Background: an optimization exercise with open tools, aiming at small area. Do not read the settings as production practice. Where RTL was checked, it was by simulation tests only, not by an equivalence proof against the original. Power is estimated from default activity; no workload was simulated.

## butterfly_full
module butterfly_full(
    input clk,
    input rstn,
    input CE,
    input [31:0] x0_re_i,
    input [31:0] x0_im_i,
    input [31:0] x1_re_i,
    input [31:0] x1_im_i,
    input [9:0] w_re_i,
    input [9:0] w_im_i,
    output reg [31:0] X0_re_o,
    output reg [31:0] X0_im_o,
    output reg [31:0] X1_re_o,
    output reg [31:0] X1_im_o
    );
function automatic [33:0] rca32;    
    input [31:0] a;
    input [31:0] b;
    input        cin;
    integer i;
    reg c;
    reg [31:0] s;
    reg c31;
    begin
        c = cin;
        c31 = 1'b0;
        for (i = 0; i < 32; i = i + 1) begin
            s[i] = a[i] ^ b[i] ^ c;
            if (i == 31) c31 = c;
            c = (a[i] & b[i]) | (c & (a[i] ^ b[i]));
        end
        rca32 = {c31, c, s};
    end
endfunction
reg [1:0] ph;
always @(posedge clk or negedge rstn) begin
    if (!rstn) ph <= 2'd0;
    else       ph <= ph + 2'd1;
end
wire [31:0] mx = ph[0] ? x1_im_i : x1_re_i;
wire [9:0]  mw = (ph[0] ^ ph[1]) ? w_im_i : w_re_i;
wire        flip = (ph == 2'd1);           
wire        w_m512 = (mw == 10'h200);      
wire [10:0] wb = {mw, 1'b0};
reg  [4:0]  b_neg, b_one, b_two;
integer k;
always @* begin
    for (k = 0; k < 5; k = k + 1) begin
        b_one[k] = wb[2*k+1] ^ wb[2*k];
        b_two[k] = (wb[2*k+2] & ~wb[2*k+1] & ~wb[2*k]) | (~wb[2*k+2] & wb[2*k+1] & wb[2*k]);
        b_neg[k] = wb[2*k+2];
    end
    b_neg[4] = wb[10] & ~w_m512;
    b_neg = b_neg ^ {5{flip}};
end
  ...
export LEC_CHECK = 0
export ABC_AREA = 1
export CAP_MARGIN = 20
export CORE_MARGIN = 2
export CORE_UTILIZATION = 60
export CTS_BUF_LIST = sky130_fd_sc_hd__clkbuf_8
export CTS_CLUSTER_DIAMETER = 60
export CTS_CLUSTER_SIZE = 16
export PLACE_DENSITY = 0.75
export SLEW_MARGIN = 20
create_clock -name core_clock -period 16.0 [get_ports {clk}]
standard.sh (not shown) runs the stock make flow with config.mk's settings and CLKGATE_MAP_FILE= SYNTH_SCRIPT=/design/flow/synth_recipe.tcl, a recipe that flattens the netlist after the stock synthesis.
==> flow/flow/run.sh <==
#!/bin/bash
# The standard layout, with the smallest buffer cell for the port buffers.
set -euo pipefail
bash standard.sh BUFFER_PORTS_ARGS="-buffer_cell sky130_fd_sc_hd__buf_1" finish > standard_flow.log 2>&1
The baseline finished with timing, DRC and antenna clean.
Next try:
--- a/flow/design.v
+++ b/flow/design.v
@@ -360,36 +360,45 @@
     end
     if (ph == 2'd0) begin
         zs_im <= zq;
         rn_im <= zrnd;
     end
 end
 function automatic [32:0] add_sx;
     input [31:0] x;
     input [22:0] y;
     input        ys;
     input        cin;
-    reg [33:0] r;
     reg [33:0] lo;
+    reg        c23, all1, all0, c;
+    reg [31:0] r;
+    integer i;
     begin
-        r  = rca32(x, {{9{ys}}, y}, cin);
         lo = rca32({9'd0, x[22:0]}, {9'd0, y}, cin);
-        add_sx = {lo[23], r[31:0]};
+        c23 = lo[23];
+        r = lo[31:0];
+        all1 = 1'b1;
+        all0 = 1'b1;
+        for (i = 23; i < 32; i = i + 1) begin
+            c = ys ? (c23 | ~all0) : (c23 & all1);
+            r[i] = x[i] ^ ys ^ c;
+            all1 = all1 & x[i];
+            all0 = all0 & ~x[i];
+        end
+        add_sx = {c23, r};
     end
 endfunction
 wire [32:0] a0r = add_sx(x0_re_i,  zs_re[22:0],  zs_re[23],  rn_re);
 wire [32:0] a0i = add_sx(x0_im_i,  zs_im[22:0],  zs_im[23],  rn_im);
-wire [32:0] a1r_n = add_sx(~x0_re_i, zs_re[22:0], zs_re[23], rn_re);
-wire [32:0] a1i_n = add_sx(~x0_im_i, zs_im[22:0], zs_im[23], rn_im);
-wire [32:0] a1r = {~a1r_n[32], ~a1r_n[31:0]};
-wire [32:0] a1i = {~a1i_n[32], ~a1i_n[31:0]};
+wire [32:0] a1r = add_sx(x0_re_i, ~zs_re[22:0], ~zs_re[23], ~rn_re);
+wire [32:0] a1i = add_sx(x0_im_i, ~zs_im[22:0], ~zs_im[23], ~rn_im);
 wire re_hi1 = &x0_re_i[30:23], re_hi0 = ~|x0_re_i[30:23];
 wire im_hi1 = &x0_im_i[30:23], im_hi0 = ~|x0_im_i[30:23];
 wire p0r = ~zs_re[23] & ~x0_re_i[31] & re_hi1 &  a0r[32];
 wire n0r =  zs_re[23] &  x0_re_i[31] & re_hi0 & ~a0r[32];
 wire p0i = ~zs_im[23] & ~x0_im_i[31] & im_hi1 &  a0i[32];
 wire n0i =  zs_im[23] &  x0_im_i[31] & im_hi0 & ~a0i[32];
 wire n1r = ~zs_re[23] & x0_re_i[31] & re_hi0 & ~a1r[32];
 wire n1i = ~zs_im[23] & x0_im_i[31] & im_hi0 & ~a1i[32];
 wire [31:0] X0_re = p0r ? 32'h7fffffff : n0r ? 32'h80000000 : a0r[31:0];
 wire [31:0] X0_im = p0i ? 32'h7fffffff : n0i ? 32'h80000000 : a0i[31:0];
 wire [31:0] X1_re = n1r ? 32'h80000000 : a1r[31:0];
Outcome: The changed run completed without violations; flip-flop and latch count is unchanged; clock skew climbs by 0.014 ns; clock-buffer cell count drops by 1; die area drops by 0.96%; non-clock buffer count climbs by 8; fmax climbs by 1.1%; total power hardly moves; via count climbs by 0.38%; cell count barely changes; routed wire length climbs by 5.1%.
Function not checked in the first run of this note: the RTL went through the layout flow alone.

Setup of T:
RTL: one of the versions met above, not the one the previous note started from.
For scale: about 1700 cells after synthesis, ~240 flip-flops, about 280 I/O pins, ~18000 um^2 of cells after synthesis.
==> flow/design.v (excerpt) <==
module butterfly_full(
    input clk,
    input rstn,
    input CE,
    input [31:0] x0_re_i,
    input [31:0] x0_im_i,
    input [31:0] x1_re_i,
    input [31:0] x1_im_i,
    input [9:0] w_re_i,
    input [9:0] w_im_i,
    output reg [31:0] X0_re_o,
    output reg [31:0] X0_im_o,
    output reg [31:0] X1_re_o,
    output reg [31:0] X1_im_o
    );
Settings: LEC_CHECK=0, CAP_MARGIN=20, CORE_MARGIN=2, CORE_UTILIZATION=60, CTS_BUF_LIST=sky130_fd_sc_hd__clkbuf_8, CTS_CLUSTER_DIAMETER=60, CTS_CLUSTER_SIZE=16, PLACE_DENSITY=0.75, SLEW_MARGIN=20; clock period 16.0 ns.
Scripts as last shown in full above: flow/flow/run.sh
For S, these inputs were changed with respect to T:
diff --git a/flow/design.v b/flow/design.v
--- a/flow/design.v
+++ b/flow/design.v
@@ -358,56 +358,32 @@
         zs_re <= zq;
         rn_re <= zrnd;
     end
     if (ph == 2'd0) begin
         zs_im <= zq;
         rn_im <= zrnd;
     end
 end
-function automatic [32:0] add_sx;
-    input [31:0] x;
-    input [22:0] y;
-    input        ys;
-    input        cin;
-    reg [33:0] lo;
-    reg        c23, all1, all0, c;
-    reg [31:0] r;
-    integer i;
-    begin
-        lo = rca32({9'd0, x[22:0]}, {9'd0, y}, cin);
-        c23 = lo[23];
-        r = lo[31:0];
-        all1 = 1'b1;
-        all0 = 1'b1;
-        for (i = 23; i < 32; i = i + 1) begin
-            c = ys ? (c23 | ~all0) : (c23 & all1);
-            r[i] = x[i] ^ ys ^ c;
-            all1 = all1 & x[i];
-            all0 = all0 & ~x[i];
-        end
-        add_sx = {c23, r};
-    end
-endfunction
-wire [32:0] a0r = add_sx(x0_re_i,  zs_re[22:0],  zs_re[23],  rn_re);
-wire [32:0] a0i = add_sx(x0_im_i,  zs_im[22:0],  zs_im[23],  rn_im);
-wire [32:0] a1r = add_sx(x0_re_i, ~zs_re[22:0], ~zs_re[23], ~rn_re);
-wire [32:0] a1i = add_sx(x0_im_i, ~zs_im[22:0], ~zs_im[23], ~rn_im);
-wire re_hi1 = &x0_re_i[30:23], re_hi0 = ~|x0_re_i[30:23];
-wire im_hi1 = &x0_im_i[30:23], im_hi0 = ~|x0_im_i[30:23];
-wire p0r = ~zs_re[23] & ~x0_re_i[31] & re_hi1 &  a0r[32];
-wire n0r =  zs_re[23] &  x0_re_i[31] & re_hi0 & ~a0r[32];
-wire p0i = ~zs_im[23] & ~x0_im_i[31] & im_hi1 &  a0i[32];
-wire n0i =  zs_im[23] &  x0_im_i[31] & im_hi0 & ~a0i[32];
-wire n1r = ~zs_re[23] & x0_re_i[31] & re_hi0 & ~a1r[32];
-wire n1i = ~zs_im[23] & x0_im_i[31] & im_hi0 & ~a1i[32];
-wire [31:0] X0_re = p0r ? 32'h7fffffff : n0r ? 32'h80000000 : a0r[31:0];
-wire [31:0] X0_im = p0i ? 32'h7fffffff : n0i ? 32'h80000000 : a0i[31:0];
-wire [31:0] X1_re = n1r ? 32'h80000000 : a1r[31:0];
-wire [31:0] X1_im = n1i ? 32'h80000000 : a1i[31:0];
+wire [31:0] zre32 = {{8{zs_re[23]}}, zs_re};
+wire [31:0] zim32 = {{8{zs_im[23]}}, zs_im};
+wire [33:0] a0r = rca32(x0_re_i,  zre32,  rn_re);
+wire [33:0] a0i = rca32(x0_im_i,  zim32,  rn_im);
+wire [33:0] a1r_n = rca32(~x0_re_i, zre32, rn_re);
+wire [33:0] a1i_n = rca32(~x0_im_i, zim32, rn_im);
+wire [33:0] a1r = {a1r_n[33:32], ~a1r_n[31:0]};
+wire [33:0] a1i = {a1i_n[33:32], ~a1i_n[31:0]};
+wire v0r = a0r[33] ^ a0r[32];
+wire v0i = a0i[33] ^ a0i[32];
+wire v1r = (a1r[33] ^ a1r[32]) & x0_re_i[31];
+wire v1i = (a1i[33] ^ a1i[32]) & x0_im_i[31];
+wire [31:0] X0_re = v0r ? {x0_re_i[31], {31{~x0_re_i[31]}}} : a0r[31:0];
+wire [31:0] X0_im = v0i ? {x0_im_i[31], {31{~x0_im_i[31]}}} : a0i[31:0];
+wire [31:0] X1_re = v1r ? 32'h80000000 : a1r[31:0];
+wire [31:0] X1_im = v1i ? 32'h80000000 : a1i[31:0];
 always @(posedge clk or negedge rstn) begin
     if (!rstn) begin
         X0_re_o <= 32'd0;
         X0_im_o <= 32'd0;
         X1_re_o <= 32'd0;
         X1_im_o <= 32'd0;
     end
     else if (CE) begin
Notes after the runs:
- Against T, S comes in 0.53 points lower on all-layer global routing usage.
- Taking T as the reference, in S hold slack decreased by 3.2 ps relative to the old numbers; number of antenna violations at the first check in global routing has decreased; count of non-filler cells in the finished layout shows a reduction of 0.76%.
- Cell area after synthesis of S falls short of that of T slightly.
- Of T and S, the higher arrival time of data at the critical path endpoint belongs to S.
- Changes observed in S relative to T: global-route wire length before repair moved down, routed metal-1 wire length moved down.
- S: PASS, flow complete, no timing, DRC or antenna violations
No functional check of the RTL was part of S.

==> separate check: timing with driven ports <==
The results above use ideal ports. As a check the final layouts listed here were re-extracted and re-timed, cells and wires unchanged. Step 1 assumes that a clkbuf_16 drives the clock port and a buf_2 every other input. Step 2, shift: input delay + t, output delay - t, t = (earliest + latest rising clock arrival at the registers) / 2. This alone moves slack from input paths to output paths. Three values: ideal, step 1, step 2; two values: the first two.
| run | shift t [ns] | setup slack, ns | worst setup path at the end |
|---|---|---|---|
| the first run of note 1 | 0.555 | 0.550 / 0.571 / 0.016 | input to register |
| the second run of note 1 | 0.570 | 0.725 / 0.742 / 0.172 | input to register |
| T | 0.555 | 0.465 / 0.485 / -0.070 | input to register |
| S | 0.565 | 0.367 / 0.379 / -0.186 | input to register |
Met with ideal ports but missed after step 2: setup timing in T and S.
